Context: an optimization exercise on an open-source flow, tuned for small area and a short achievable clock period. The choices shown serve that exercise and are no tape-out recipe.
Where RTL was checked, it was by simulation tests only, not by an equivalence proof against the original.
Only the layout flow was run in run 3; the RTL was not checked for function there.

### flow/flow/run.sh
#!/bin/bash
# The standard layout (the standard.sh: standard synthesis, ORFS floorplan to finish),
# with two changes: the buffers ORFS puts on the input and output ports are buf_4 cells
# instead of the delay-buffer cell that buffer_ports picks by default, and timing repair
# aims for 5.5 ns of setup slack at the design's clock period.
set -euo pipefail
export BUFFER_PORTS_ARGS="-buffer_cell sky130_fd_sc_hd__buf_4"
bash standard.sh SETUP_SLACK_MARGIN=5.5 finish > standard_flow.log 2>&1
### flow/standard.sh
#!/bin/bash
# synth_recipe.tcl (not shown) runs the flow's synth.tcl, then flattens the netlist and writes it again
# the make line also repeats each setting of config.mk as NAME=value (left out here)
make -C /OpenROAD-flow-scripts/flow DESIGN_CONFIG=/design/flow/config.mk WORK_HOME=/design/flow/orfs CLKGATE_MAP_FILE= SYNTH_SCRIPT=/design/flow/synth_recipe.tcl "${@:-finish}"
### flow/config.mk
export PLATFORM = sky130hd
export DESIGN_NAME = neuron
export DESIGN_NICKNAME = neuron
export VERILOG_FILES = /design/flow/design.v
export SDC_FILE = /design/flow/constraint.sdc
export NUM_CORES = 4
export LEC_CHECK = 0
export CAP_MARGIN = 20
export CORE_MARGIN = 2
export CORE_UTILIZATION = 40
export SLEW_MARGIN = 20
export SYNTH_HIERARCHICAL = 1
export TNS_END_PERCENT = 5
### flow/constraint.sdc
create_clock -name core_clock -period 9.5 [get_ports {clk}]
set_input_delay 1.9000 -clock core_clock [delete_from_list [all_inputs] [get_ports {clk}]]
set_output_delay 1.9000 -clock core_clock [all_outputs]
set_load 0.01 [all_outputs]
### flow/design.v
`timescale 1ns/1ns
module datapath(
    input clk , rst , ldX , ldT , upd ,
    input signed [6:0] x1in , x2in ,
    input signed [1:0] tin ,
    output [1:0] tout ,
    output eq
);
    reg signed [6:0] x1 , x2 ;
    reg t1 ;
    reg [11:0] w1h , w2h ;
    reg [7:0] bhp ;
    wire ng = tin[1] ;
    wire [11:0] w1n , w2n ;
    wire [7:0] bhn = bhp + {{6{ng}}, ~tin[1], 1'b1} ;
    wire [6:0] x1n = ldX ? x1in : x1 ;
    wire [6:0] x2n = ldX ? x2in : x2 ;
    wire t1n = ldT ? tin[1] : t1 ;
    wire [6:0] sa = ldX ? x1in & ~x2in : x1 & ~x2 ;
    wire [6:0] sb = ldX ? ~x1in & x2in : ~x1 & x2 ;
    wire [6:0] sc = ldX ? x1in & x2in : x1 & x2 ;
    always @(posedge clk, posedge rst) begin
        if (rst) begin
            x1 <= 0 ; x2 <= 0 ; t1 <= 0 ;
            w1h <= 0 ; w2h <= 0 ; bhp <= 8'd16 ;
        end else begin
            x1 <= x1n ; x2 <= x2n ;
            t1 <= t1n ;
            if (upd) begin w1h <= w1n ; w2h <= w2n ; bhp <= bhn ; end
        end
    end
    wire n1 = x1in[0] ^ tin[1];
    wire n2 = x1in[1] ^ tin[1];
    wire n3 = x1in[2] ^ tin[1];
    wire n4 = x1in[3] ^ tin[1];
    wire n5 = x1in[4] ^ tin[1];
    wire n6 = x1in[5] ^ tin[1];
    wire n7 = x1in[6] ^ tin[1];
    wire n8, n9;
    fa u_n8 (.a(w1h[0]), .b(n1), .c(ng), .s(n8), .co(n9));
    wire n10, n11;
    fa u_n10 (.a(w1h[1]), .b(n2), .c(n1), .s(n10), .co(n11));
    wire n12, n13;
    fa u_n12 (.a(w1h[2]), .b(n3), .c(n2), .s(n12), .co(n13));
    wire n14, n15;
    fa u_n14 (.a(w1h[3]), .b(n4), .c(n3), .s(n14), .co(n15));
    wire n16, n17;
    fa u_n16 (.a(w1h[4]), .b(n5), .c(n4), .s(n16), .co(n17));
    wire n18, n19;
    fa u_n18 (.a(w1h[5]), .b(n6), .c(n5), .s(n18), .co(n19));
    wire n20, n21;
    fa u_n20 (.a(w1h[6]), .b(n7), .c(n6), .s(n20), .co(n21));
    wire n22 = n10 & n9;
    wire n23 = n12 & n11;
    wire n24 = n14 & n13;
    wire n25 = n16 & n15;
    wire n26 = n18 & n17;
    wire n27 = n20 & n19;
    wire n28 = w1h[7] & n21;
    wire n29 = w1h[8] & n7;
    wire n30 = w1h[9] & n7;
    wire n31 = w1h[10] & n7;
    wire n32 = w1h[11] & n7;
    wire n33 = n10 ^ n9;
    wire n34 = n12 ^ n11;
    wire n35 = n14 ^ n13;
    wire n36 = n16 ^ n15;
    wire n37 = n18 ^ n17;
    wire n38 = n20 ^ n19;
    wire n39 = w1h[7] ^ n21;
    wire n40 = w1h[8] ^ n7;
    wire n41 = w1h[9] ^ n7;
    wire n42 = w1h[10] ^ n7;
    wire n43 = w1h[11] ^ n7;
    wire n44;
    ao21 u_n44 (.g(n22), .p(n33), .c(ng), .y(n44));
    wire n45;
    ao21 u_n45 (.g(n24), .p(n35), .c(n23), .y(n45));
    wire n46 = n35 & n34;
    wire n47;
    ao21 u_n47 (.g(n26), .p(n37), .c(n25), .y(n47));
    wire n48 = n37 & n36;
    wire n49;
    ao21 u_n49 (.g(n28), .p(n39), .c(n27), .y(n49));
    wire n50 = n39 & n38;
    wire n51;
    ao21 u_n51 (.g(n30), .p(n41), .c(n29), .y(n51));
    wire n52 = n41 & n40;
    wire n53;
    ao21 u_n53 (.g(n32), .p(n43), .c(n31), .y(n53));
    wire n54 = n43 & n42;
    wire n55;
    ao21 u_n55 (.g(n23), .p(n34), .c(n44), .y(n55));
    wire n56;
    ao21 u_n56 (.g(n45), .p(n46), .c(n44), .y(n56));
    wire n57;
    ao21 u_n57 (.g(n27), .p(n38), .c(n47), .y(n57));
    wire n58 = n38 & n48;
    wire n59;
    ao21 u_n59 (.g(n49), .p(n50), .c(n47), .y(n59));
    wire n60 = n50 & n48;
    wire n61;
    ao21 u_n61 (.g(n31), .p(n42), .c(n51), .y(n61));
    wire n62 = n42 & n52;
    wire n63;
    ao21 u_n63 (.g(n53), .p(n54), .c(n51), .y(n63));
    wire n64 = n54 & n52;
    wire n65;
    ao21 u_n65 (.g(n25), .p(n36), .c(n56), .y(n65));
    wire n66;
    ao21 u_n66 (.g(n47), .p(n48), .c(n56), .y(n66));
    wire n67;
    ao21 u_n67 (.g(n57), .p(n58), .c(n56), .y(n67));
    wire n68;
    ao21 u_n68 (.g(n59), .p(n60), .c(n56), .y(n68));
    wire n69;
    ao21 u_n69 (.g(n29), .p(n40), .c(n68), .y(n69));
    wire n70;
    ao21 u_n70 (.g(n51), .p(n52), .c(n68), .y(n70));
    wire n71;
    ao21 u_n71 (.g(n61), .p(n62), .c(n68), .y(n71));
    wire n72;
    ao21 u_n72 (.g(n63), .p(n64), .c(n68), .y(n72));
    wire n73 = n33 ^ ng;
    wire n74 = n34 ^ n44;
    wire n75 = n35 ^ n55;
    wire n76 = n36 ^ n56;
    wire n77 = n37 ^ n65;
    wire n78 = n38 ^ n66;
    wire n79 = n39 ^ n67;
    wire n80 = n40 ^ n68;
    wire n81 = n41 ^ n69;
    wire n82 = n42 ^ n70;
    wire n83 = n43 ^ n71;
    wire n84 = x2in[0] ^ tin[1];
    wire n85 = x2in[1] ^ tin[1];
    wire n86 = x2in[2] ^ tin[1];
    wire n87 = x2in[3] ^ tin[1];
    wire n88 = x2in[4] ^ tin[1];
    wire n89 = x2in[5] ^ tin[1];
    wire n90 = x2in[6] ^ tin[1];
    wire n91, n92;
    fa u_n91 (.a(w2h[0]), .b(n84), .c(ng), .s(n91), .co(n92));
    wire n93, n94;
    fa u_n93 (.a(w2h[1]), .b(n85), .c(n84), .s(n93), .co(n94));
    wire n95, n96;
    fa u_n95 (.a(w2h[2]), .b(n86), .c(n85), .s(n95), .co(n96));
    wire n97, n98;
    fa u_n97 (.a(w2h[3]), .b(n87), .c(n86), .s(n97), .co(n98));
    wire n99, n100;
    fa u_n99 (.a(w2h[4]), .b(n88), .c(n87), .s(n99), .co(n100));
    wire n101, n102;
    fa u_n101 (.a(w2h[5]), .b(n89), .c(n88), .s(n101), .co(n102));
    wire n103, n104;
    fa u_n103 (.a(w2h[6]), .b(n90), .c(n89), .s(n103), .co(n104));
    wire n105 = n93 & n92;
    wire n106 = n95 & n94;
    wire n107 = n97 & n96;
    wire n108 = n99 & n98;
    wire n109 = n101 & n100;
    wire n110 = n103 & n102;
    wire n111 = w2h[7] & n104;
    wire n112 = w2h[8] & n90;
    wire n113 = w2h[9] & n90;
    wire n114 = w2h[10] & n90;
    wire n115 = w2h[11] & n90;
    wire n116 = n93 ^ n92;
    wire n117 = n95 ^ n94;
    wire n118 = n97 ^ n96;
    wire n119 = n99 ^ n98;
    wire n120 = n101 ^ n100;
    wire n121 = n103 ^ n102;
    wire n122 = w2h[7] ^ n104;
    wire n123 = w2h[8] ^ n90;
    wire n124 = w2h[9] ^ n90;
    wire n125 = w2h[10] ^ n90;
    wire n126 = w2h[11] ^ n90;
    wire n127;
    ao21 u_n127 (.g(n105), .p(n116), .c(ng), .y(n127));
    wire n128;
    ao21 u_n128 (.g(n107), .p(n118), .c(n106), .y(n128));
    wire n129 = n118 & n117;
    wire n130;
    ao21 u_n130 (.g(n109), .p(n120), .c(n108), .y(n130));
    wire n131 = n120 & n119;
    wire n132;
    ao21 u_n132 (.g(n111), .p(n122), .c(n110), .y(n132));
    wire n133 = n122 & n121;
    wire n134;
    ao21 u_n134 (.g(n113), .p(n124), .c(n112), .y(n134));
    wire n135 = n124 & n123;
    wire n136;
    ao21 u_n136 (.g(n115), .p(n126), .c(n114), .y(n136));
    wire n137 = n126 & n125;
    wire n138;
    ao21 u_n138 (.g(n106), .p(n117), .c(n127), .y(n138));
    wire n139;
    ao21 u_n139 (.g(n128), .p(n129), .c(n127), .y(n139));
    wire n140;
    ao21 u_n140 (.g(n110), .p(n121), .c(n130), .y(n140));
    wire n141 = n121 & n131;
    wire n142;
    ao21 u_n142 (.g(n132), .p(n133), .c(n130), .y(n142));
    wire n143 = n133 & n131;
    wire n144;
    ao21 u_n144 (.g(n114), .p(n125), .c(n134), .y(n144));
    wire n145 = n125 & n135;
    wire n146;
    ao21 u_n146 (.g(n136), .p(n137), .c(n134), .y(n146));
    wire n147 = n137 & n135;
    wire n148;
    ao21 u_n148 (.g(n108), .p(n119), .c(n139), .y(n148));
    wire n149;
    ao21 u_n149 (.g(n130), .p(n131), .c(n139), .y(n149));
    wire n150;
    ao21 u_n150 (.g(n140), .p(n141), .c(n139), .y(n150));
    wire n151;
    ao21 u_n151 (.g(n142), .p(n143), .c(n139), .y(n151));
    wire n152;
    ao21 u_n152 (.g(n112), .p(n123), .c(n151), .y(n152));
    wire n153;
    ao21 u_n153 (.g(n134), .p(n135), .c(n151), .y(n153));
    wire n154;
    ao21 u_n154 (.g(n144), .p(n145), .c(n151), .y(n154));
    wire n155;
    ao21 u_n155 (.g(n146), .p(n147), .c(n151), .y(n155));
    wire n156 = n116 ^ ng;
    wire n157 = n117 ^ n127;
    wire n158 = n118 ^ n138;
    wire n159 = n119 ^ n139;
    wire n160 = n120 ^ n148;
    wire n161 = n121 ^ n149;
    wire n162 = n122 ^ n150;
    wire n163 = n123 ^ n151;
    wire n164 = n124 ^ n152;
    wire n165 = n125 ^ n153;
    wire n166 = n126 ^ n154;
    wire n167 = w1h[0] & w2h[0];
    wire n168 = w1h[1] & w2h[1];
    wire n169 = w1h[2] & w2h[2];
    wire n170 = w1h[3] & w2h[3];
    wire n171 = w1h[4] & w2h[4];
    wire n172 = w1h[5] & w2h[5];
    wire n173 = w1h[6] & w2h[6];
    wire n174 = w1h[7] & w2h[7];
    wire n175 = w1h[8] & w2h[8];
    wire n176 = w1h[9] & w2h[9];
    wire n177 = w1h[10] & w2h[10];
    wire n178 = w1h[11] & w2h[11];
    wire n179 = w1h[11] & w2h[11];
    wire n180 = w1h[0] ^ w2h[0];
    wire n181 = w1h[1] ^ w2h[1];
    wire n182 = w1h[2] ^ w2h[2];
    wire n183 = w1h[3] ^ w2h[3];
    wire n184 = w1h[4] ^ w2h[4];
    wire n185 = w1h[5] ^ w2h[5];
    wire n186 = w1h[6] ^ w2h[6];
    wire n187 = w1h[7] ^ w2h[7];
    wire n188 = w1h[8] ^ w2h[8];
    wire n189 = w1h[9] ^ w2h[9];
    wire n190 = w1h[10] ^ w2h[10];
    wire n191 = w1h[11] ^ w2h[11];
    wire n192 = w1h[11] ^ w2h[11];
    wire n193;
    ao21 u_n193 (.g(n168), .p(n181), .c(n167), .y(n193));
    wire n194 = n181 & n180;
    wire n195;
    ao21 u_n195 (.g(n170), .p(n183), .c(n169), .y(n195));
    wire n196 = n183 & n182;
    wire n197;
    ao21 u_n197 (.g(n172), .p(n185), .c(n171), .y(n197));
    wire n198 = n185 & n184;
    wire n199;
    ao21 u_n199 (.g(n174), .p(n187), .c(n173), .y(n199));
    wire n200 = n187 & n186;
    wire n201;
    ao21 u_n201 (.g(n176), .p(n189), .c(n175), .y(n201));
    wire n202 = n189 & n188;
    wire n203;
    ao21 u_n203 (.g(n178), .p(n191), .c(n177), .y(n203));
    wire n204 = n191 & n190;
    wire n205;
    ao21 u_n205 (.g(n169), .p(n182), .c(n193), .y(n205));
    wire n206 = n182 & n194;
    wire n207;
    ao21 u_n207 (.g(n195), .p(n196), .c(n193), .y(n207));
    wire n208 = n196 & n194;
    wire n209;
    ao21 u_n209 (.g(n173), .p(n186), .c(n197), .y(n209));
    wire n210 = n186 & n198;
    wire n211;
    ao21 u_n211 (.g(n199), .p(n200), .c(n197), .y(n211));
    wire n212 = n200 & n198;
    wire n213;
    ao21 u_n213 (.g(n177), .p(n190), .c(n201), .y(n213));
    wire n214 = n190 & n202;
    wire n215;
    ao21 u_n215 (.g(n203), .p(n204), .c(n201), .y(n215));
    wire n216 = n204 & n202;
    wire n217;
    ao21 u_n217 (.g(n171), .p(n184), .c(n207), .y(n217));
    wire n218 = n184 & n208;
    wire n219;
    ao21 u_n219 (.g(n197), .p(n198), .c(n207), .y(n219));
    wire n220 = n198 & n208;
    wire n221;
    ao21 u_n221 (.g(n209), .p(n210), .c(n207), .y(n221));
    wire n222 = n210 & n208;
    wire n223;
    ao21 u_n223 (.g(n211), .p(n212), .c(n207), .y(n223));
    wire n224 = n212 & n208;
    wire n225;
    ao21 u_n225 (.g(n179), .p(n192), .c(n215), .y(n225));
    wire n226 = n192 & n216;
    wire n227;
    ao21 u_n227 (.g(n175), .p(n188), .c(n223), .y(n227));
    wire n228 = n188 & n224;
    wire n229;
    ao21 u_n229 (.g(n201), .p(n202), .c(n223), .y(n229));
    wire n230 = n202 & n224;
    wire n231;
    ao21 u_n231 (.g(n213), .p(n214), .c(n223), .y(n231));
    wire n232 = n214 & n224;
    wire n233;
    ao21 u_n233 (.g(n215), .p(n216), .c(n223), .y(n233));
    wire n234 = n216 & n224;
    wire n235;
    ao21 u_n235 (.g(n225), .p(n226), .c(n223), .y(n235));
    wire n236 = n226 & n224;
    wire n237 = n181 ^ n167;
    wire n238 = n182 ^ n193;
    wire n239 = n183 ^ n205;
    wire n240 = n184 ^ n207;
    wire n241 = n185 ^ n217;
    wire n242 = n186 ^ n219;
    wire n243 = n187 ^ n221;
    wire n244 = n188 ^ n223;
    wire n245 = n189 ^ n227;
    wire n246 = n190 ^ n229;
    wire n247 = n191 ^ n231;
    wire n248 = n192 ^ n233;
    wire n249 = sa[0] & w1h[2] | sb[0] & w2h[2] | sc[0] & n238;
    wire n250 = sa[0] & w1h[3] | sb[0] & w2h[3] | sc[0] & n239;
    wire n251 = sa[0] & w1h[4] | sb[0] & w2h[4] | sc[0] & n240;
    wire n252 = sa[0] & w1h[5] | sb[0] & w2h[5] | sc[0] & n241;
    wire n253 = sa[0] & w1h[6] | sb[0] & w2h[6] | sc[0] & n242;
    wire n254 = sa[0] & w1h[7] | sb[0] & w2h[7] | sc[0] & n243;
    wire n255 = sa[0] & w1h[8] | sb[0] & w2h[8] | sc[0] & n244;
    wire n256 = sa[0] & w1h[9] | sb[0] & w2h[9] | sc[0] & n245;
    wire n257 = sa[0] & w1h[10] | sb[0] & w2h[10] | sc[0] & n246;
    wire n258 = sa[0] & w1h[11] | sb[0] & w2h[11] | sc[0] & n247;
    wire n259 = sa[0] & w1h[11] | sb[0] & w2h[11] | sc[0] & n248;
    wire n260 = ~n259;
    wire n261 = sa[1] & w1h[1] | sb[1] & w2h[1] | sc[1] & n237;
    wire n262 = sa[1] & w1h[2] | sb[1] & w2h[2] | sc[1] & n238;
    wire n263 = sa[1] & w1h[3] | sb[1] & w2h[3] | sc[1] & n239;
    wire n264 = sa[1] & w1h[4] | sb[1] & w2h[4] | sc[1] & n240;
    wire n265 = sa[1] & w1h[5] | sb[1] & w2h[5] | sc[1] & n241;
    wire n266 = sa[1] & w1h[6] | sb[1] & w2h[6] | sc[1] & n242;
    wire n267 = sa[1] & w1h[7] | sb[1] & w2h[7] | sc[1] & n243;
    wire n268 = sa[1] & w1h[8] | sb[1] & w2h[8] | sc[1] & n244;
    wire n269 = sa[1] & w1h[9] | sb[1] & w2h[9] | sc[1] & n245;
    wire n270 = sa[1] & w1h[10] | sb[1] & w2h[10] | sc[1] & n246;
    wire n271 = sa[1] & w1h[11] | sb[1] & w2h[11] | sc[1] & n247;
    wire n272 = sa[1] & w1h[11] | sb[1] & w2h[11] | sc[1] & n248;
    wire n273 = ~n272;
    wire n274 = sa[2] & w1h[0] | sb[2] & w2h[0] | sc[2] & n180;
    wire n275 = sa[2] & w1h[1] | sb[2] & w2h[1] | sc[2] & n237;
    wire n276 = sa[2] & w1h[2] | sb[2] & w2h[2] | sc[2] & n238;
    wire n277 = sa[2] & w1h[3] | sb[2] & w2h[3] | sc[2] & n239;
    wire n278 = sa[2] & w1h[4] | sb[2] & w2h[4] | sc[2] & n240;
    wire n279 = sa[2] & w1h[5] | sb[2] & w2h[5] | sc[2] & n241;
    wire n280 = sa[2] & w1h[6] | sb[2] & w2h[6] | sc[2] & n242;
    wire n281 = sa[2] & w1h[7] | sb[2] & w2h[7] | sc[2] & n243;
    wire n282 = sa[2] & w1h[8] | sb[2] & w2h[8] | sc[2] & n244;
    wire n283 = sa[2] & w1h[9] | sb[2] & w2h[9] | sc[2] & n245;
    wire n284 = sa[2] & w1h[10] | sb[2] & w2h[10] | sc[2] & n246;
    wire n285 = sa[2] & w1h[11] | sb[2] & w2h[11] | sc[2] & n247;
    wire n286 = sa[2] & w1h[11] | sb[2] & w2h[11] | sc[2] & n248;
    wire n287 = ~n286;
    wire n288 = sa[3] & w1h[0] | sb[3] & w2h[0] | sc[3] & n180;
    wire n289 = sa[3] & w1h[1] | sb[3] & w2h[1] | sc[3] & n237;
    wire n290 = sa[3] & w1h[2] | sb[3] & w2h[2] | sc[3] & n238;
    wire n291 = sa[3] & w1h[3] | sb[3] & w2h[3] | sc[3] & n239;
    wire n292 = sa[3] & w1h[4] | sb[3] & w2h[4] | sc[3] & n240;
    wire n293 = sa[3] & w1h[5] | sb[3] & w2h[5] | sc[3] & n241;
    wire n294 = sa[3] & w1h[6] | sb[3] & w2h[6] | sc[3] & n242;
    wire n295 = sa[3] & w1h[7] | sb[3] & w2h[7] | sc[3] & n243;
    wire n296 = sa[3] & w1h[8] | sb[3] & w2h[8] | sc[3] & n244;
    wire n297 = sa[3] & w1h[9] | sb[3] & w2h[9] | sc[3] & n245;
    wire n298 = sa[3] & w1h[10] | sb[3] & w2h[10] | sc[3] & n246;
    wire n299 = sa[3] & w1h[11] | sb[3] & w2h[11] | sc[3] & n247;
    wire n300 = sa[3] & w1h[11] | sb[3] & w2h[11] | sc[3] & n248;
    wire n301 = ~n300;
    wire n302 = sa[4] & w1h[0] | sb[4] & w2h[0] | sc[4] & n180;
    wire n303 = sa[4] & w1h[1] | sb[4] & w2h[1] | sc[4] & n237;
    wire n304 = sa[4] & w1h[2] | sb[4] & w2h[2] | sc[4] & n238;
    wire n305 = sa[4] & w1h[3] | sb[4] & w2h[3] | sc[4] & n239;
    wire n306 = sa[4] & w1h[4] | sb[4] & w2h[4] | sc[4] & n240;
    wire n307 = sa[4] & w1h[5] | sb[4] & w2h[5] | sc[4] & n241;
    wire n308 = sa[4] & w1h[6] | sb[4] & w2h[6] | sc[4] & n242;
    wire n309 = sa[4] & w1h[7] | sb[4] & w2h[7] | sc[4] & n243;
    wire n310 = sa[4] & w1h[8] | sb[4] & w2h[8] | sc[4] & n244;
    wire n311 = sa[4] & w1h[9] | sb[4] & w2h[9] | sc[4] & n245;
    wire n312 = sa[4] & w1h[10] | sb[4] & w2h[10] | sc[4] & n246;
    wire n313 = sa[4] & w1h[11] | sb[4] & w2h[11] | sc[4] & n247;
    wire n314 = sa[5] & w1h[0] | sb[5] & w2h[0] | sc[5] & n180;
    wire n315 = sa[5] & w1h[1] | sb[5] & w2h[1] | sc[5] & n237;
    wire n316 = sa[5] & w1h[2] | sb[5] & w2h[2] | sc[5] & n238;
    wire n317 = sa[5] & w1h[3] | sb[5] & w2h[3] | sc[5] & n239;
    wire n318 = sa[5] & w1h[4] | sb[5] & w2h[4] | sc[5] & n240;
    wire n319 = sa[5] & w1h[5] | sb[5] & w2h[5] | sc[5] & n241;
    wire n320 = sa[5] & w1h[6] | sb[5] & w2h[6] | sc[5] & n242;
    wire n321 = sa[5] & w1h[7] | sb[5] & w2h[7] | sc[5] & n243;
    wire n322 = sa[5] & w1h[8] | sb[5] & w2h[8] | sc[5] & n244;
    wire n323 = sa[5] & w1h[9] | sb[5] & w2h[9] | sc[5] & n245;
    wire n324 = sa[5] & w1h[10] | sb[5] & w2h[10] | sc[5] & n246;
    wire n325 = sa[6] & w1h[0] | sb[6] & w2h[0] | sc[6] & n180;
    wire n326 = ~n325;
    wire n327 = sa[6] & w1h[1] | sb[6] & w2h[1] | sc[6] & n237;
    wire n328 = ~n327;
    wire n329 = sa[6] & w1h[2] | sb[6] & w2h[2] | sc[6] & n238;
    wire n330 = ~n329;
    wire n331 = sa[6] & w1h[3] | sb[6] & w2h[3] | sc[6] & n239;
    wire n332 = ~n331;
    wire n333 = sa[6] & w1h[4] | sb[6] & w2h[4] | sc[6] & n240;
    wire n334 = ~n333;
    wire n335 = sa[6] & w1h[5] | sb[6] & w2h[5] | sc[6] & n241;
    wire n336 = ~n335;
    wire n337 = sa[6] & w1h[6] | sb[6] & w2h[6] | sc[6] & n242;
    wire n338 = ~n337;
    wire n339 = sa[6] & w1h[7] | sb[6] & w2h[7] | sc[6] & n243;
    wire n340 = ~n339;
    wire n341 = sa[6] & w1h[8] | sb[6] & w2h[8] | sc[6] & n244;
    wire n342 = ~n341;
    wire n343 = sa[6] & w1h[9] | sb[6] & w2h[9] | sc[6] & n245;
    wire n344 = ~n343;
    wire n345 = x1n[0] & w1h[0];
    wire n346 = x2n[0] & w2h[0];
    wire n347 = x1n[1] & w1h[0];
    wire n348 = x1n[0] & w1h[1];
    wire n349 = x2n[1] & w2h[0];
    wire n350 = x2n[0] & w2h[1];
    wire n351 = n347 & n348;
    wire n352 = n349 & n350;
    wire n353 = n347 & n349;
    wire n354 = ~n353;
    wire n355 = n348 & n350;
    wire n356 = ~n355;
    wire n357 = n348 ^ n350;
    wire n358 = n345 & n346 & n357;
    wire n359 = ~n358;
    wire n360 = 1'b1;
    wire n361 = 1'b1;
    wire n362 = 1'b1;
    wire n363, n364;
    fa u_n363 (.a(n360), .b(n249), .c(n261), .s(n363), .co(n364));
    wire n365, n366;
    fa u_n365 (.a(n274), .b(n351), .c(n352), .s(n365), .co(n366));
    wire n367, n368;
    fa u_n367 (.a(n362), .b(n252), .c(n264), .s(n367), .co(n368));
    wire n369, n370;
    fa u_n369 (.a(n253), .b(n265), .c(n278), .s(n369), .co(n370));
    wire n371, n372;
    fa u_n371 (.a(n254), .b(n266), .c(n279), .s(n371), .co(n372));
    wire n373, n374;
    fa u_n373 (.a(bhp[0]), .b(n255), .c(n267), .s(n373), .co(n374));
    wire n375, n376;
    fa u_n375 (.a(n280), .b(n293), .c(n306), .s(n375), .co(n376));
    wire n377, n378;
    fa u_n377 (.a(bhp[1]), .b(n256), .c(n268), .s(n377), .co(n378));
    wire n379, n380;
    fa u_n379 (.a(n281), .b(n294), .c(n307), .s(n379), .co(n380));
    wire n381, n382;
    fa u_n381 (.a(bhp[2]), .b(n257), .c(n269), .s(n381), .co(n382));
    wire n383, n384;
    fa u_n383 (.a(n282), .b(n295), .c(n308), .s(n383), .co(n384));
    wire n385, n386;
    fa u_n385 (.a(bhp[3]), .b(n258), .c(n270), .s(n385), .co(n386));
    wire n387, n388;
    fa u_n387 (.a(n283), .b(n296), .c(n309), .s(n387), .co(n388));
    wire n389, n390;
    fa u_n389 (.a(bhp[4]), .b(n260), .c(n271), .s(n389), .co(n390));
    wire n391, n392;
    fa u_n391 (.a(n284), .b(n297), .c(n310), .s(n391), .co(n392));
    wire n393, n394;
    fa u_n393 (.a(bhp[5]), .b(n273), .c(n285), .s(n393), .co(n394));
    wire n395, n396;
    fa u_n395 (.a(n298), .b(n311), .c(n322), .s(n395), .co(n396));
    wire n397, n398;
    fa u_n397 (.a(bhp[6]), .b(n287), .c(n299), .s(n397), .co(n398));
    wire n399, n399_nc;
    fa u_n399 (.a(bhp[7]), .b(t1n), .c(n301), .s(n399), .co(n399_nc));
    wire n400, n401;
    fa u_n400 (.a(n354), .b(n356), .c(n359), .s(n400), .co(n401));
    wire n402, n403;
    fa u_n402 (.a(n250), .b(n262), .c(n275), .s(n402), .co(n403));
    wire n404, n405;
    fa u_n404 (.a(n288), .b(n364), .c(n366), .s(n404), .co(n405));
    wire n406, n407;
    fa u_n406 (.a(n361), .b(n251), .c(n263), .s(n406), .co(n407));
    wire n408, n409;
    fa u_n408 (.a(n276), .b(n289), .c(n302), .s(n408), .co(n409));
    wire n410, n411;
    fa u_n410 (.a(n277), .b(n290), .c(n303), .s(n410), .co(n411));
    wire n412, n413;
    ha u_n412 (.a(n314), .b(n367), .s(n412), .co(n413));
    wire n414, n415;
    fa u_n414 (.a(n291), .b(n304), .c(n315), .s(n414), .co(n415));
    wire n416, n417;
    fa u_n416 (.a(n326), .b(n368), .c(n369), .s(n416), .co(n417));
    wire n418, n419;
    fa u_n418 (.a(n292), .b(n305), .c(n316), .s(n418), .co(n419));
    wire n420, n421;
    fa u_n420 (.a(n328), .b(n370), .c(n371), .s(n420), .co(n421));
    wire n422, n423;
    fa u_n422 (.a(n317), .b(n330), .c(n372), .s(n422), .co(n423));
    wire n424, n425;
    ha u_n424 (.a(n373), .b(n375), .s(n424), .co(n425));
    wire n426, n427;
    fa u_n426 (.a(n318), .b(n332), .c(n374), .s(n426), .co(n427));
    wire n428, n429;
    fa u_n428 (.a(n376), .b(n377), .c(n379), .s(n428), .co(n429));
    wire n430, n431;
    fa u_n430 (.a(n319), .b(n334), .c(n378), .s(n430), .co(n431));
    wire n432, n433;
    fa u_n432 (.a(n380), .b(n381), .c(n383), .s(n432), .co(n433));
    wire n434, n435;
    fa u_n434 (.a(n320), .b(n336), .c(n382), .s(n434), .co(n435));
    wire n436, n437;
    fa u_n436 (.a(n384), .b(n385), .c(n387), .s(n436), .co(n437));
    wire n438, n439;
    fa u_n438 (.a(n321), .b(n338), .c(n386), .s(n438), .co(n439));
    wire n440, n441;
    fa u_n440 (.a(n388), .b(n389), .c(n391), .s(n440), .co(n441));
    wire n442, n443;
    fa u_n442 (.a(n340), .b(n390), .c(n392), .s(n442), .co(n443));
    wire n444, n445;
    ha u_n444 (.a(n393), .b(n395), .s(n444), .co(n445));
    wire n446, n447;
    fa u_n446 (.a(n312), .b(n323), .c(n342), .s(n446), .co(n447));
    wire n448, n449;
    fa u_n448 (.a(n394), .b(n396), .c(n397), .s(n448), .co(n449));
    wire n450, n450_nc;
    fa u_n450 (.a(n313), .b(n324), .c(n344), .s(n450), .co(n450_nc));
    wire n451 = n398 ^ n399;
    wire n452, n453;
    fa u_n452 (.a(n403), .b(n406), .c(n408), .s(n452), .co(n453));
    wire n454, n455;
    fa u_n454 (.a(n407), .b(n409), .c(n410), .s(n454), .co(n455));
    wire n456, n457;
    fa u_n456 (.a(n411), .b(n414), .c(n413), .s(n456), .co(n457));
    wire n458, n459;
    fa u_n458 (.a(n415), .b(n418), .c(n417), .s(n458), .co(n459));
    wire n460, n461;
    fa u_n460 (.a(n419), .b(n424), .c(n422), .s(n460), .co(n461));
    wire n462, n463;
    fa u_n462 (.a(n425), .b(n423), .c(n426), .s(n462), .co(n463));
    wire n464, n465;
    fa u_n464 (.a(n427), .b(n430), .c(n429), .s(n464), .co(n465));
    wire n466, n467;
    fa u_n466 (.a(n431), .b(n434), .c(n433), .s(n466), .co(n467));
    wire n468, n469;
    fa u_n468 (.a(n435), .b(n438), .c(n437), .s(n468), .co(n469));
    wire n470, n471;
    fa u_n470 (.a(n444), .b(n439), .c(n442), .s(n470), .co(n471));
    wire n472, n473;
    fa u_n472 (.a(n446), .b(n445), .c(n443), .s(n472), .co(n473));
    wire n474, n474_nc;
    fa u_n474 (.a(n447), .b(n450), .c(n451), .s(n474), .co(n474_nc));
    wire n475, n476;
    fa u_n475 (.a(n400), .b(n363), .c(n365), .s(n475), .co(n476));
    wire n477, n478;
    fa u_n477 (.a(n401), .b(n402), .c(n404), .s(n477), .co(n478));
    wire n479, n480;
    ha u_n479 (.a(n405), .b(n452), .s(n479), .co(n480));
    wire n481, n482;
    fa u_n481 (.a(n412), .b(n453), .c(n454), .s(n481), .co(n482));
    wire n483, n484;
    fa u_n483 (.a(n455), .b(n416), .c(n456), .s(n483), .co(n484));
    wire n485, n486;
    fa u_n485 (.a(n420), .b(n457), .c(n458), .s(n485), .co(n486));
    wire n487, n488;
    fa u_n487 (.a(n421), .b(n459), .c(n460), .s(n487), .co(n488));
    wire n489, n490;
    fa u_n489 (.a(n428), .b(n461), .c(n462), .s(n489), .co(n490));
    wire n491, n492;
    fa u_n491 (.a(n432), .b(n463), .c(n464), .s(n491), .co(n492));
    wire n493, n494;
    fa u_n493 (.a(n436), .b(n465), .c(n466), .s(n493), .co(n494));
    wire n495, n496;
    fa u_n495 (.a(n440), .b(n467), .c(n468), .s(n495), .co(n496));
    wire n497, n498;
    fa u_n497 (.a(n441), .b(n469), .c(n470), .s(n497), .co(n498));
    wire n499, n500;
    fa u_n499 (.a(n448), .b(n471), .c(n472), .s(n499), .co(n500));
    wire n501, n501_nc;
    fa u_n501 (.a(n449), .b(n473), .c(n474), .s(n501), .co(n501_nc));
    wire n502 = n476 & n477;
    wire n503 = n476 ^ n477;
    wire n504 = n478 & n479;
    wire n505 = n478 ^ n479;
    wire n506;
    ao21 u_n506 (.g(n504), .p(n505), .c(n502), .y(n506));
    wire n507 = n505 & n503;
    wire n508 = n507 & n475;
    assign w1n = {n83, n82, n81, n80, n79, n78, n77, n76, n75, n74, n73, n8} ;
    assign w2n = {n166, n165, n164, n163, n162, n161, n160, n159, n158, n157, n156, n91} ;
    reg [22:0] cs ;
    always @(posedge clk, posedge rst) begin
        if (rst) cs <= 23'b10110101010101010101010 ;
        else cs <= {n501, n500, n506, n499, n498, n497, n496, n495, n494, n493, n492, n491, n490, n489, n488, n487, n486, n485, n484, n483, n482, n481, n480} ;
    end
    wire n509 = cs[0] & cs[1];
    wire n510 = cs[0] ^ cs[1];
    wire n511 = cs[2] & cs[3];
    wire n512 = cs[2] ^ cs[3];
    wire n513 = cs[4] & cs[5];
    wire n514 = cs[4] ^ cs[5];
    wire n515 = cs[6] & cs[7];
    wire n516 = cs[6] ^ cs[7];
    wire n517 = cs[8] & cs[9];
    wire n518 = cs[8] ^ cs[9];
    wire n519 = cs[10] & cs[11];
    wire n520 = cs[10] ^ cs[11];
    wire n521 = cs[12] & cs[13];
    wire n522 = cs[12] ^ cs[13];
    wire n523 = cs[14] & cs[15];
    wire n524 = cs[14] ^ cs[15];
    wire n525 = cs[16] & cs[17];
    wire n526 = cs[16] ^ cs[17];
    wire n527 = cs[18] & cs[19];
    wire n528 = cs[18] ^ cs[19];
    wire n529;
    ao21 u_n529 (.g(n509), .p(n510), .c(cs[20]), .y(n529));
    wire n530;
    ao21 u_n530 (.g(n515), .p(n516), .c(n513), .y(n530));
    wire n531 = n516 & n514;
    wire n532;
    ao21 u_n532 (.g(n530), .p(n531), .c(n511), .y(n532));
    wire n533 = n531 & n512;
    wire n534;
    ao21 u_n534 (.g(n532), .p(n533), .c(n529), .y(n534));
    wire n535;
    ao21 u_n535 (.g(n521), .p(n522), .c(n519), .y(n535));
    wire n536 = n522 & n520;
    wire n537;
    ao21 u_n537 (.g(n535), .p(n536), .c(n517), .y(n537));
    wire n538 = n536 & n518;
    wire n539;
    ao21 u_n539 (.g(n527), .p(n528), .c(n525), .y(n539));
    wire n540 = n528 & n526;
    wire n541;
    ao21 u_n541 (.g(n539), .p(n540), .c(n523), .y(n541));
    wire n542 = n540 & n524;
    wire n543;
    ao21 u_n543 (.g(n541), .p(n542), .c(n537), .y(n543));
    wire n544 = n542 & n538;
    wire n545;
    ao21 u_n545 (.g(n543), .p(n544), .c(n534), .y(n545));
    wire n546, n546_nc;
    ha u_n546 (.a(cs[21]), .b(cs[22]), .s(n546), .co(n546_nc));
    wire n547 = n546 ^ n545;
    wire ne = n547 ;
    assign eq = ~ne ;
    assign tout = { ne ^ t1 , 1'b1 } ;
endmodule
module ao21(input g, p, c, output y);
    assign y = g | p & c ;
endmodule
module ha(input a, b, output s, co);
    assign s = a ^ b ;
    assign co = a & b ;
endmodule
module fa(input a, b, c, output s, co);
    assign s = a ^ b ^ c ;
    assign co = a & b | a & c | b & c ;
endmodule
`timescale 1ns/1ns
module controller(
    input clk , rst , eq , start , EOF , EOI ,
    output ldX , ldT , upd , updating ,
    output reg learned
);
    reg [2:0] ps, ns;
    localparam [2:0] idle = 0, starting = 1, toLearn = 2, getX = 3, update = 4, test = 5;
    always @(*) begin
        case (ps)
            idle     : ns = start ? starting : idle;
            starting : ns = learned ? test : toLearn;
            toLearn  : ns = getX;
            getX     : ns = EOF ? starting : (eq ? getX : update);
            update   : ns = getX;
            test     : ns = EOI ? idle : test;
            default  : ns = idle;
        endcase
    end
    assign ldX = (ps == getX) | (ps == test);
    assign ldT = (ps == getX);
    assign upd = (ps == getX) & ~EOF & ~eq;
    assign updating = (ps == getX) & ~eq;
    always @(posedge clk, posedge rst) begin
        if (rst) learned <= 1'b0;
        else if (ns == toLearn) learned <= 1'b1;
        else if (ns == update) learned <= 1'b0;
    end
    always @(posedge clk, posedge rst) begin
        if (rst) ps <= idle;
        else ps <= ns;
    end
endmodule
`timescale 1ns/1ns
module neuron(
    input clk , rst , start , EOI , EOF ,
    input signed [6:0] x1 , x2 ,
    input signed [1:0] tin ,
    output learned , updating ,
    output signed [1:0] tout
);
    wire ldX, ldT, upd, eq;
    datapath dp(
        .clk(clk), .rst(rst), .ldX(ldX), .ldT(ldT), .upd(upd),
        .x1in(x1), .x2in(x2), .tin(tin), .tout(tout), .eq(eq)
    );
    controller ct(
        .clk(clk), .rst(rst), .eq(eq), .start(start), .EOF(EOF), .EOI(EOI),
        .ldX(ldX), .ldT(ldT), .upd(upd), .updating(updating), .learned(learned)
    );
endmodule
==> results of run 1 <==
[logic make-up after synthesis]
| logic type | Yosys count | synth area share |
|---|---|---|
| flip-flops | 74 | 0.2369 |
| other | 1 | 0.0004755 |
| AND/OR/NAND/NOR | 122 | 0.08028 |
| adder cells (fa/ha/maj) | 137 | 0.2954 |
| AO/OA/AOI/OAI | 289 | 0.2573 |
| buffers and inverters | 81 | 0.05029 |
| XOR/XNOR | 60 | 0.06664 |
| multiplexers | 9 | 0.01269 |
[layout make-up]
cell class	instances	area share
Clock buffer	9	0.02435
Clock inverter	7	0.008387
Inverter	30	0.01218
Multi-Input combinational cell	625	0.6640
Sequential cell	74	0.2033
Tap cell	265	0.03585
Timing Repair Buffer	53	0.05195
[critical path, delay by kind of cell]
family,cells,cell delay (ns)
simple gates,1,0.07
buf+inv,2,0.35
compound gates,3,0.47
fa+ha+maj,4,1.83
[modules after synthesis, one instance, submodules excluded, a selection]
module | copies in the design | cells | flip-flops and latches
controller | 1 | 31 | 4
ao21 | 65 | 1 | 0
ha | 5 | 1 | 0
fa | 81 | 1 | 0
datapath | 1 | 591 | 70
[state kept, by name (all words and copies together), names as in the netlist]
| signal | flops |
|---|---|
| ct.learned | 1 |
| ct.ps | 3 |
| dp.bhp | 8 |
| dp.cs | 23 |
| dp.t1 | 1 |
| dp.w1h | 12 |
| dp.w2h | 12 |
| dp.x1 | 7 |
| dp.x2 | 7 |
[routing by layer]
layer | routed length, um | up-vias
met3 | 1125 | 58
li1 | - | 2825
met4 | 915 | 0
met1 | 9078 | 2995
met2 | 9272 | 264
met5 | 0 | -
[stage by stage]
| stage | instance area (um2) | util | hold WS, ns | worst slack [ns] |
|---|---|---|---|---|
| 6_report | 9249 | 0.4768 | 0.5382 | 5.145 |
| 5_1_grt | 9249 | 0.4768 | 0.5737 | 5.091 |
| 4_1_cts | 8931 | 0.4604 | 0.5399 | 5.177 |
| 3_5_place_dp | 8327 | 0.4292 | 0.5201 | 4.406 |
| 3_3_place_gp | 8319 | 0.4289 | 0.5222 | 4.376 |
| 2_1_floorplan | 8039 | - | 0.4948 | 5.095 |
[final timing paths]
kind	from	end	slack, ns	cells past startpoint
setup / recovery	x1[1]	dp.cs[13]	5.15	10
hold / removal	dp.x1[5]	dp.x1[5]	0.54	2
setup reg to reg	dp.w1h[1]	dp.cs[13]	5.25	11
hold reg to reg	dp.x1[5]	dp.x1[5]	0.54	2
max in group asynchronous	rst	dp.w2h[3]	7.03	3
min in group asynchronous	rst	ct.ps[2]	1.44	2
[cells in the final DEF (no fill, tap or decap), types with 5 or more instances in the layout]
cell	Yosys	layout
inv_1	30	28
o21ai_1	8	23
a222oi_1	10	10
fa_1	82	65
and3_1	13	13
clkbuf_16	0	9
o21ai_2	2	10
and2_1	24	23
a21o_1	67	67
mux2_2	8	8
xor2_1	21	7
nand2b_1	6	6
xor2_4	0	5
fa_2	0	17
xnor2_2	0	5
dfstp_2	13	13
dfrtp_1	61	51
nand2_1	24	22
a21oi_1	25	25
ha_1	55	54
dfrtp_2	0	10
nor2_1	34	34
buf_4	12	43
a31oi_1	8	7
buf_6	4	6
a22oi_2	1	11
o21ai_0	71	48
nand3b_1	7	7
xor2_2	0	9
xnor2_1	39	33
a22oi_1	67	57
[repair_timing]
| action | in CTS | in global routing |
|---|---|---|
| pin swaps | 12 | 24 |
| resized for setup | 39 | 71 |
| setup buffers | 6 | 11 |
| setup endpoints to repair | 40 | 32 |
| cloned | 3 | 2 |
==> run notes, run 1 <==
- Outcome: finished clean
- Overall Global Routing Usage: 0.2037
- Nets: 951
- Skew-Pair Late Insertion Delay: 0.35 ns
- Worst path cell trace: buf_4 > nand2_1 > o22ai_1 > buf_4 > a22oi_1 > o21ai_0 > fa_2 > fa_2 > fa_2 > fa_1
- Final count of hold timing violations: 0
- Die W: 144.4 um
- Die ar.: 20850 um2
- Most common cell on crit path: fa_2
- Busiest grt layer: met2
- Worst Path Max Fanout: 11
- DRC viols: 0
- Setup TNS: 0 ns
- Slew headroom: 0.3998
- Largest net degree at the start of global routing: 71
- CTS root buf: clkbuf_16
- Max cap viols: 0
- Clock skew: 0.01234 ns
- Worst min path class: reg2reg
- Met1 Track Usage GR: 0.2874
- Worst path arrival time: 4.62 ns
- Synth async-reset ratio: 1.000
- DR WL/cell: 19.18 um
- First-pass GRT wire length: 32600 um
- Yosys top cell by area: fa_1
- Ys flop type: dfrtp_1
- Ys Warns: 8
- Worst Tran Pin Value: 0.9004 ns
- Core Rows: 51
- Met2 usage: 0.3103
- Post-Synthesis Cells: 773
- Synth Area per Inst: 10.20 um2
- M3 GR Usage: 0.02318
- Top cells by count, synth: fa_1, o21ai_0, a21o_1, a22oi_1, dfrtp_1
- Antenna diodes: 0
- GR Overflow Total: 0
- Register area: 1881 um2
- CTS sink count: 74
- Detail Placement HPWL: 14150 um
- TritonRoute pass-1 iters: 6
- H-Tree Depth: 3
- Vias in the first global route: 6031
- Clock transition at path regs: 0.06 ns
- CP Capture Type: flip-flop
- Cts hold-fix bufs: 0
- Fillers: 1811
- Starting Density: 0.4065
- Sequential share of the synthesized area: 0.2369
- Initial antenna violation count: 0
- Critical Path Source Type: input pin
- RSZ-0062 raised after global routing: true
- Setup CP Type: in2reg
- Most common cell in the synthesized netlist: fa_1
- Detail Route Antenna Nets: 0
- Vias: 6142
- Final std cells w/o fill: 1063
- Layout cell share with drive strength beyond 1: 0.2356
- Die span in y: 144.4 um
- Yosys reg bits: 74
- IO buf count: 22
- Post-synth EDFFs: 0
- Top cells by area, synth: fa_1, dfrtp_1, ha_1
- CP max stage delay: 0.54 ns
- CTS max path bufs: 2
- Post-DR vias/cell: 5.778
- Data required, critical path: 9.76 ns
- Final setup viols: 0
- Achievable Freq: 0.2296 GHz
- Core area: 19400 um2
- Crit path time final: 4.355 ns
- CTS tree: built
- Period utilization: 0.4584
- CP max stage cell: fa_2
- Area of the multi-input gates: 6141 um2
- Final GP Congestion: 0.8384
- Final WL: 20390 um
- Area fraction of the dominant cell type after synthesis: 0.2082
- Top Ports: 25
- Inserted Clock Buffers: 9
- Final-report max-slew violation count: 0
- DRT iter0 DRCs: 588
- Count of different cell masters after synthesis: 56
- P&R area growth vs syn: 17.28%
- Dpl cells: 1025
- Cell area after synthesis: 7886 um2
==> run 2: changes to the inputs <==
==> flow/flow/run.sh (replaced) <==
#!/bin/bash
# The standard layout (the standard.sh: standard synthesis, ORFS floorplan to finish),
# with two changes: the buffers ORFS puts on the input and output ports are buf_4 cells
# instead of the delay-buffer cell that buffer_ports picks by default, and timing repair
# aims for 6.0 ns of setup slack at the design's clock period.
set -euo pipefail
export BUFFER_PORTS_ARGS="-buffer_cell sky130_fd_sc_hd__buf_4"
bash standard.sh SETUP_SLACK_MARGIN=6.0 finish > standard_flow.log 2>&1
==> run 2 against run 1 <==
  * Still clean
  * Area after synthesis is the same
  * Clock-buffer cell count did not move
  * Register-to-register slack lost 0.04 ns
  * Via count grew 0.31%
  * Maximum frequency fell by 0.58%
  * Critical endpoint unchanged
==> run notes, run 2 <==
- CP max stage cell: fa_2
- Top Ports: 25
- Synth Area per Inst: 10.20 um2
- Antenna diodes: 0
- Worst setup startpoint: x1[1]
- Achievable Freq: 0.2283 GHz
- Detail Route Antenna Nets: 0
- Die ar.: 20850 um2
- CTS sink count: 74
- Final WL: 20680 um
- P&R area growth vs syn: 19.45%
- DR WL/cell: 19.45 um
- Crit path time final: 4.380 ns
- Final std cells w/o fill: 1063
- Vias: 6161
- TritonRoute pass-1 iters: 13
- Clock skew: 0.01154 ns
- Skew-Pair Late Insertion Delay: 0.35 ns
- Data required, critical path: 9.76 ns
- Clock transition at path regs: 0.06 ns
- Yosys reg bits: 74
- First-pass GRT wire length: 33820 um
- Largest reg by FF count: dp.cs
- Count of different cell masters after synthesis: 56
- DRT iter0 DRCs: 632
- Yosys top cell by area: fa_1
- Sequential share of the synthesized area: 0.2369
- Top cells by area, synth: fa_1, dfrtp_1, ha_1
- Overall Global Routing Usage: 0.2108
- Worst min path class: reg2reg
- Critical Path Source Type: input pin
- Commonest non-fill, non-tap cell in the layout: a21o_1
- Max reg flops: 23
- Core area: 19400 um2
- Post-synth EDFFs: 0
- Vias in the first global route: 6276
- Top Registers: dp.cs x23, dp.w1h x12, dp.w2h x12
- Worst setup path end: dp.cs[13]
- CTS tree: built
- FF-to-FF Start: dp.w1h[1]
- Worst R2R End: dp.cs[15]
- Inserted Clock Buffers: 9
- Worst Tran Pin Value: 0.9326 ns
- Setup CP Type: in2reg
- Worst path arrival time: 4.64 ns
- RSZ-0062 raised after global routing: true
- Nets: 951
- Die W: 144.4 um
- Starting Density: 0.4065
- DRC viols: 0
- Most common cell in the synthesized netlist: fa_1
- Outcome: finished clean
- Area fraction of the dominant cell type after synthesis: 0.2082
- Dpl cells: 1020
- Slew headroom: 0.3782
- CTS max path bufs: 2
- CP Capture Type: flip-flop
- Detail Placement HPWL: 14340 um
- Max cap viols: 0
- Cell area after synthesis: 7886 um2
- IO buf count: 22
- Commonest cells after routing, fill and taps aside: a21o_1, fa_1, a22oi_1, ha_1, dfrtp_1
- CTS root buf: clkbuf_16
- Largest net degree at the start of global routing: 71
- Worst Path Max Fanout: 4
- Setup TNS: 0 ns
- Top cells by count, synth: fa_1, o21ai_0, a21o_1, a22oi_1, dfrtp_1
- Cts hold-fix bufs: 0
- Synth async-reset ratio: 1.000
- Period utilization: 0.4611
- Final core occ: 0.4856
- Worst path cell trace: buf_4 > nand3b_1 > o31ai_4 > buf_6 > a22oi_1 > o21ai_1 > fa_2 > fa_2 > fa_2 > fa_1
- Final count of hold timing violations: 0
- Core Rows: 51
- CP max stage delay: 0.54 ns
- Post-DR vias/cell: 5.796
- Final setup viols: 0
- Post-Synthesis Cells: 773
- Ys Warns: 8
- H-Tree Depth: 3
- Most common cell on crit path: fa_2
- GR Overflow Total: 0
- Register-to-Register Path Depth: 11
- Ys flop type: dfrtp_1
- Die span in y: 144.4 um
- Reg2reg setup slack: 5.21 ns
- Initial antenna violation count: 0
- Final-report max-slew violation count: 0
- Final GP Congestion: 0.8075
- Layout cell share with drive strength beyond 1: 0.2406
- Min-delay src: dp.x1[5]
==> run 2: cell type report <==
cell class	count	area, um2
well taps	265	331.6
clock inverters	7	93.84
flip-flops and latches	74	1879
fillers	1800	9978
repair buffers	54	559.3
clock buffers	9	225.2
multi-input cells	624	6218
inverters	30	112.6
==> run 2: worst max-delay path, delay by kind of cell <==
family                     cells  cell delay [ns]
adders and majority gates      4             1.82
AOI/OAI and AO/OA              3             0.38
buffers and inverters          2             0.32
and+or+nand+nor                1             0.21
==> run 2: repair_timing <==
| item | 4_1_cts | 5_1_grt |
|---|---|---|
| buffers inserted | 18 | 4 |
| hold endpoints to repair | 0 | 0 |
| resized for setup | 79 | 63 |
| cloned | 3 | 2 |
| pin swaps | 22 | 24 |
| endpoints found under the setup margin | 50 | 46 |
==> run 2: cell families (layout without fill, tap and decap cells) <==
group           after synthesis  after routing  share of synthesized area
xor+xnor                     60             60                    0.06664
compound gates              289            292                     0.2573
other cells                   1              4                  0.0004755
mux                           9              9                    0.01269
flops                        74             74                     0.2369
simple gates                122            122                    0.08028
buf+inv                      81            100                    0.05029
fa+ha+maj                   137            137                     0.2954
==> run 2: worst min path at each step <==
| stage | endpoint | slack, ns | cells past startpoint |
|---|---|---|---|
| 6_report | dp.x1[5] | 0.54 | 2 |
| 3_5_place_dp | dp.x1[5] | 0.52 | 2 |
| 3_3_place_gp | dp.x1[5] | 0.52 | 2 |
| 2_1_floorplan | dp.x1[5] | 0.49 | 2 |
| 5_1_grt | dp.x1[5] | 0.58 | 2 |
| 4_1_cts | dp.x1[5] | 0.54 | 2 |
==> run 2: metal layers <==
metal  vias to the layer above  part of all wire  wire length (um)  global-route usage
met5                         -                 0                 0                   0
met4                         0             0.029               604             0.08891
met1                      2999              0.43              8964              0.2969
met3                        47             0.075              1556             0.02848
met2                       297              0.46              9550              0.3275
li1                       2818                 -                 -                   -
==> run 2: metrics by stage <==
step	setup slack, ns	area (um2)	hold slack (ns)
floorplan	5.095	8039	0.4948
global placement	4.235	8289	0.5242
detailed placement	4.217	8289	0.5234
CTS	5.183	9153	0.5393
global route	5.072	9420	0.5819
finish	5.120	9420	0.5400
==> run 2: modules after synthesis (local to each module, per instance), a selection <==
module	times used	cells inside	flops+latches
ao21	65	1	0
fa	81	1	0
ha	5	1	0
controller	1	31	4
datapath	1	591	70
==> run 3: changes to the inputs <==
--- a/flow/design.v
+++ b/flow/design.v
@@ -602,55 +602,55 @@
     wire n505 = n478 ^ n479;
-    wire n506;
-    ao21 u_n506 (.g(n504), .p(n505), .c(n502), .y(n506));
-    wire n507 = n505 & n503;
-    wire n508 = n507 & n475;
+    wire n506 = n480 & n481;
+    wire n507 = n480 ^ n481;
+    wire n508 = n503 & n475;
+    wire n509;
+    ao21 u_n509 (.g(n506), .p(n507), .c(n504), .y(n509));
+    wire n510 = n507 & n505;
+    wire n511;
+    ao21 u_n511 (.g(n509), .p(n510), .c(n502), .y(n511));
+    wire n512 = n510 & n508;
     assign w1n = {n83, n82, n81, n80, n79, n78, n77, n76, n75, n74, n73, n8} ;
     assign w2n = {n166, n165, n164, n163, n162, n161, n160, n159, n158, n157, n156, n91} ;
-    reg [22:0] cs ;
+    reg [20:0] cs ;
     always @(posedge clk, posedge rst) begin
-        if (rst) cs <= 23'b10110101010101010101010 ;
-        else cs <= {n501, n500, n506, n499, n498, n497, n496, n495, n494, n493, n492, n491, n490, n489, n488, n487, n486, n485, n484, n483, n482, n481, n480} ;
+        if (rst) cs <= 21'b101101010101010101010 ;
+        else cs <= {n501, n500, n511, n499, n498, n497, n496, n495, n494, n493, n492, n491, n490, n489, n488, n487, n486, n485, n484, n483, n482} ;
     end
-    wire n509 = cs[0] & cs[1];
-    wire n510 = cs[0] ^ cs[1];
-    wire n511 = cs[2] & cs[3];
-    wire n512 = cs[2] ^ cs[3];
-    wire n513 = cs[4] & cs[5];
-    wire n514 = cs[4] ^ cs[5];
-    wire n515 = cs[6] & cs[7];
-    wire n516 = cs[6] ^ cs[7];
-    wire n517 = cs[8] & cs[9];
-    wire n518 = cs[8] ^ cs[9];
-    wire n519 = cs[10] & cs[11];
-    wire n520 = cs[10] ^ cs[11];
-    wire n521 = cs[12] & cs[13];
-    wire n522 = cs[12] ^ cs[13];
-    wire n523 = cs[14] & cs[15];
-    wire n524 = cs[14] ^ cs[15];
-    wire n525 = cs[16] & cs[17];
-    wire n526 = cs[16] ^ cs[17];
-    wire n527 = cs[18] & cs[19];
-    wire n528 = cs[18] ^ cs[19];
-    wire n529;
-    ao21 u_n529 (.g(n509), .p(n510), .c(cs[20]), .y(n529));
-    wire n530;
-    ao21 u_n530 (.g(n515), .p(n516), .c(n513), .y(n530));
-    wire n531 = n516 & n514;
+    wire n513 = cs[0] & cs[1];
+    wire n514 = cs[0] ^ cs[1];
+    wire n515 = cs[2] & cs[3];
+    wire n516 = cs[2] ^ cs[3];
+    wire n517 = cs[4] & cs[5];
+    wire n518 = cs[4] ^ cs[5];
+    wire n519 = cs[6] & cs[7];
+    wire n520 = cs[6] ^ cs[7];
+    wire n521 = cs[8] & cs[9];
+    wire n522 = cs[8] ^ cs[9];
+    wire n523 = cs[10] & cs[11];
+    wire n524 = cs[10] ^ cs[11];
+    wire n525 = cs[12] & cs[13];
+    wire n526 = cs[12] ^ cs[13];
+    wire n527 = cs[14] & cs[15];
+    wire n528 = cs[14] ^ cs[15];
+    wire n529 = cs[16] & cs[17];
+    wire n530 = cs[16] ^ cs[17];
+    wire n531;
+    ao21 u_n531 (.g(n513), .p(n514), .c(cs[18]), .y(n531));
     wire n532;
-    ao21 u_n532 (.g(n530), .p(n531), .c(n511), .y(n532));
-    wire n533 = n531 & n512;
+    ao21 u_n532 (.g(n519), .p(n520), .c(n517), .y(n532));
+    wire n533 = n520 & n518;
     wire n534;
-    ao21 u_n534 (.g(n532), .p(n533), .c(n529), .y(n534));
-    wire n535;
-    ao21 u_n535 (.g(n521), .p(n522), .c(n519), .y(n535));
-    wire n536 = n522 & n520;
+    ao21 u_n534 (.g(n532), .p(n533), .c(n515), .y(n534));
+    wire n535 = n533 & n516;
+    wire n536;
+    ao21 u_n536 (.g(n534), .p(n535), .c(n531), .y(n536));
     wire n537;
-    ao21 u_n537 (.g(n535), .p(n536), .c(n517), .y(n537));
-    wire n538 = n536 & n518;
+    ao21 u_n537 (.g(n523), .p(n524), .c(n521), .y(n537));
+    wire n538 = n524 & n522;
     wire n539;
-    ao21 u_n539 (.g(n527), .p(n528), .c(n525), .y(n539));
-    wire n540 = n528 & n526;
+    ao21 u_n539 (.g(n529), .p(n530), .c(n527), .y(n539));
+    wire n540 = n530 & n528;
     wire n541;
-    ao21 u_n541 (.g(n539), .p(n540), .c(n523), .y(n541));
-    wire n542 = n540 & n524;
+    ao21 u_n541 (.g(n539), .p(n540), .c(n525), .y(n541));
+    wire n542 = n540 & n526;
     wire n543;
@@ -659,5 +659,5 @@
     wire n545;
-    ao21 u_n545 (.g(n543), .p(n544), .c(n534), .y(n545));
+    ao21 u_n545 (.g(n543), .p(n544), .c(n536), .y(n545));
     wire n546, n546_nc;
-    ha u_n546 (.a(cs[21]), .b(cs[22]), .s(n546), .co(n546_nc));
+    ha u_n546 (.a(cs[19]), .b(cs[20]), .s(n546), .co(n546_nc));
     wire n547 = n546 ^ n545;
==> flow/flow/run.sh (replaced) <==
#!/bin/bash
# The standard layout (the standard.sh: standard synthesis, ORFS floorplan to finish),
# with one change: the buffers ORFS puts on the input and output ports are buf_4 cells
# instead of the delay-buffer cell that buffer_ports picks by default.
set -euo pipefail
export BUFFER_PORTS_ARGS="-buffer_cell sky130_fd_sc_hd__buf_4"
bash standard.sh finish > standard_flow.log 2>&1
--- a/flow/config.mk
+++ b/flow/config.mk
@@ -10,2 +10,3 @@
 export CORE_UTILIZATION = 40
+export SETUP_SLACK_MARGIN = 5
 export SLEW_MARGIN = 20
==> run 3 against run 2 <==
  * Cell area is 2.9% lower
  * Critical path depth is 2 higher
  * Synthesized cell count is 0.26% lower
==> run notes, run 3 <==
- CP Capture Type: flip-flop
- CTS sink count: 72
- Register-to-Register Path Depth: 11
- Setup TNS: 0 ns
- Top cells by count, synth: fa_1, a21o_1, dfrtp_1, o21ai_0, a22oi_1
- Worst path cell trace: buf_12 > nand3b_1 > o31ai_4 > buf_6 > a22oi_2 > o21ai_1 > fa_1 > fa_1 > fa_1 > ha_1 > a21o_1 > a21o_1
- Setup CP Type: in2reg
- Post-synth EDFFs: 0
- Die span in y: 145.3 um
- CTS max path bufs: 2
- Worst Path Max Fanout: 6
- First-pass GRT wire length: 32280 um
- Skew-Pair Late Insertion Delay: 0.36 ns
- FF-to-FF Start: dp.w2h[5]
- Die W: 145.3 um
- Final-report max-slew violation count: 0
- CTS root buf: clkbuf_16
- Final GP Congestion: 0.8494
- Detail Route Antenna Nets: 0
- Overall Global Routing Usage: 0.1911
- Worst setup startpoint: x2[2]
- Largest net degree at the start of global routing: 69
- Initial antenna violation count: 0
- RSZ-0062 raised after global routing: true
- Yosys reg bits: 72
- Vias: 6112
- Worst Tran Pin Value: 0.9091 ns
- Area fraction of the dominant cell type after synthesis: 0.2055
- GR Overflow Total: 0
- H-Tree Depth: 3
- Layout cell share with drive strength beyond 1: 0.2155
- DR WL/cell: 19.12 um
- Ys Warns: 8
- Clock transition at path regs: 0.06 ns
- Slew headroom: 0.3940
- Ys flop type: dfrtp_1
- Final setup viols: 0
- Max cap viols: 0
- Top Registers: dp.cs x21, dp.w1h x12, dp.w2h x12
- Worst setup margin: 5.000 ns
- Worst setup path end: dp.cs[18]
- Final WL: 20320 um
- Core Rows: 51
- P&R area growth vs syn: 14.55%
- Post-Synthesis Cells: 771
- Critical Path Source Type: input pin
- Top cells by area, synth: fa_1, dfrtp_1, ha_1
- Setup WS pre-CTS: 4.135 ns
- Max reg flops: 21
- Starting Density: 0.4091
- Cell area after synthesis: 7989 um2
- Final count of hold timing violations: 0
- Largest reg by FF count: dp.cs
- TritonRoute pass-1 iters: 8
- Most common cell on crit path: fa_1
- Achievable Freq: 0.2222 GHz
- Data required, critical path: 9.79 ns
- CP max stage delay: 0.55 ns
- Worst path arrival time: 4.79 ns
- Synth async-reset ratio: 1.000
- Yosys top cell by area: fa_1
- Most common cell in the synthesized netlist: fa_1
- Clock skew: 0.01170 ns
- Worst min path class: reg2reg
- Antenna diodes: 0
- DRC viols: 0
- Vias in the first global route: 5903
- Crit path time final: 4.500 ns
- Top Ports: 25
- Core area: 19530 um2
- Cts hold-fix bufs: 0
- Commonest cells after routing, fill and taps aside: fa_1, a21o_1, ha_1, dfrtp_1, a22oi_1
- Sequential share of the synthesized area: 0.2274
- Period utilization: 0.4737
- Detail Placement HPWL: 14350 um
- CP max stage cell: fa_1
- Outcome: finished clean
- Reg2reg setup slack: 5.10 ns
- IO buf count: 22
- Die ar.: 21120 um2
- Count of different cell masters after synthesis: 59
- Synth Area per Inst: 10.36 um2
- DRT iter0 DRCs: 639
- Nets: 951
- Post-DR vias/cell: 5.750
- Commonest non-fill, non-tap cell in the layout: fa_1
- Worst R2R End: dp.cs[9]
- Inserted Clock Buffers: 9
- CTS tree: built
## run 3: cell count changes after synthesis, moves of 7 or more
cell,change
o21ai_2,+10
a22oi_1,-10
clkbuf_2,-7
buf_2,+10
o21ai_0,-11
a22oi_2,+9
## run 3: critical path, delay by kind of cell
| family | cells | cell delay [ns] |
|---|---|---|
| compound gates | 5 | 0.61 |
| simple gates | 1 | 0.19 |
| fa+ha+maj | 4 | 1.78 |
| buf+inv | 2 | 0.29 |
## run 3: cell type report
class	instances	area, um2
fill	1912	10380
clock inverter	4	98.84
timing repair buffer	57	516.7
sequential	72	1823
tap	265	331.6
inverter	30	112.6
multi-input combinational	623	6012
clock buffer	12	256.5
## run 3: kinds of logic after synthesis
family / share of synthesized area
compound gates: 0.2697
xor+xnor: 0.06578
fa+ha+maj: 0.2916
buf+inv: 0.05153
flops: 0.2274
mux: 0.01253
other cells: 0.0004694
simple gates: 0.08097
## run 3: worst min-delay path by stage
stage,start,end,slack (ns),cells past startpoint
after detailed placement,dp.x2[5],dp.x2[5],0.55,2
after global routing,dp.x2[5],dp.x2[5],0.59,2
after CTS,dp.x2[5],dp.x2[5],0.57,2
after floorplan,dp.x2[5],dp.x2[5],0.51,2
after global placement,dp.x2[5],dp.x2[5],0.55,2
final,dp.x2[5],dp.x2[5],0.56,2
## run 3: through the flow
| stage | hold slack, ns | cell area (um2) | std cells | util |
|---|---|---|---|---|
| after global placement | 0.5472 | 8283 | 1020 | 0.4242 |
| final | 0.5638 | 9151 | 1063 | 0.4687 |
| after floorplan | 0.5130 | 8009 | 774 | - |
| after global routing | 0.5949 | 9151 | 1063 | 0.4687 |
| after detailed placement | 0.5495 | 8283 | 1020 | 0.4242 |
| after CTS | 0.5695 | 8753 | 1038 | 0.4483 |
## run 3: repair_timing
action,4_1_cts,5_1_grt
gates cloned,0,3
gates resized for setup,12,50
endpoints found under the setup margin,26,25
setup buffers,2,22
pin swaps,1,18
## run 3: routing by layer
| layer | routed length (um) | part of all wire | track usage | up-vias |
|---|---|---|---|---|
| met5 | 0 | 0 | 0 | - |
| met4 | 745 | 0.037 | 0.05882 | 0 |
| met3 | 1355 | 0.067 | 0.03931 | 48 |
| met2 | 9347 | 0.46 | 0.2924 | 251 |
| met1 | 8874 | 0.44 | 0.2733 | 2992 |
| li1 | - | - | - | 2821 |
## run 3: modules after synthesis, one instance, submodules excluded, a selection
module	flip-flops and latches	area [um2]	copies in the design	cells
ao21	0	7.507	65	1
datapath	68	5554	1	589
fa	0	20.02	81	1
ha	0	12.51	5	1
controller	4	262.8	1	31

## afterwards: timing with drivers on the ports
The results above use ideal ports. As a check the final layouts listed here were re-extracted and re-timed, cells and wires unchanged.
Step 1 sets driving cells, clkbuf_16 on the clock port and buf_2 on the other inputs (assumed; they add their load-dependent delay and slew).
Step 2 also shifts input and output timing later by t, the mid clock arrival at the registers, as if the neighbouring blocks saw the same clock.
Slacks: ideal ports / drivers / drivers and shift; pairs: ideal ports / drivers.
| run | t, ns | setup WS [ns] | hold slack, ns | worst setup path at the end | pins driven straight from the clock port |
|---|---|---|---|---|---|
| run 1 | 0.392 | 5.145 / 5.158 / 4.766 | 0.538 / 0.538 / 0.538 | input to register | 1 |
| run 2 | 0.381 | 5.120 / 5.125 / 4.745 | 0.540 / 0.540 / 0.540 | input to register | 1 |
| run 3 | 0.397 | 5.000 / 4.995 / 4.598 | 0.564 / 0.564 / 0.564 | input to register | 1 |
After both steps setup and hold are still met in every run listed. The setup slack of run 3, which loses most, moves by -0.005 ns with the drivers and by -0.402 ns with both steps.
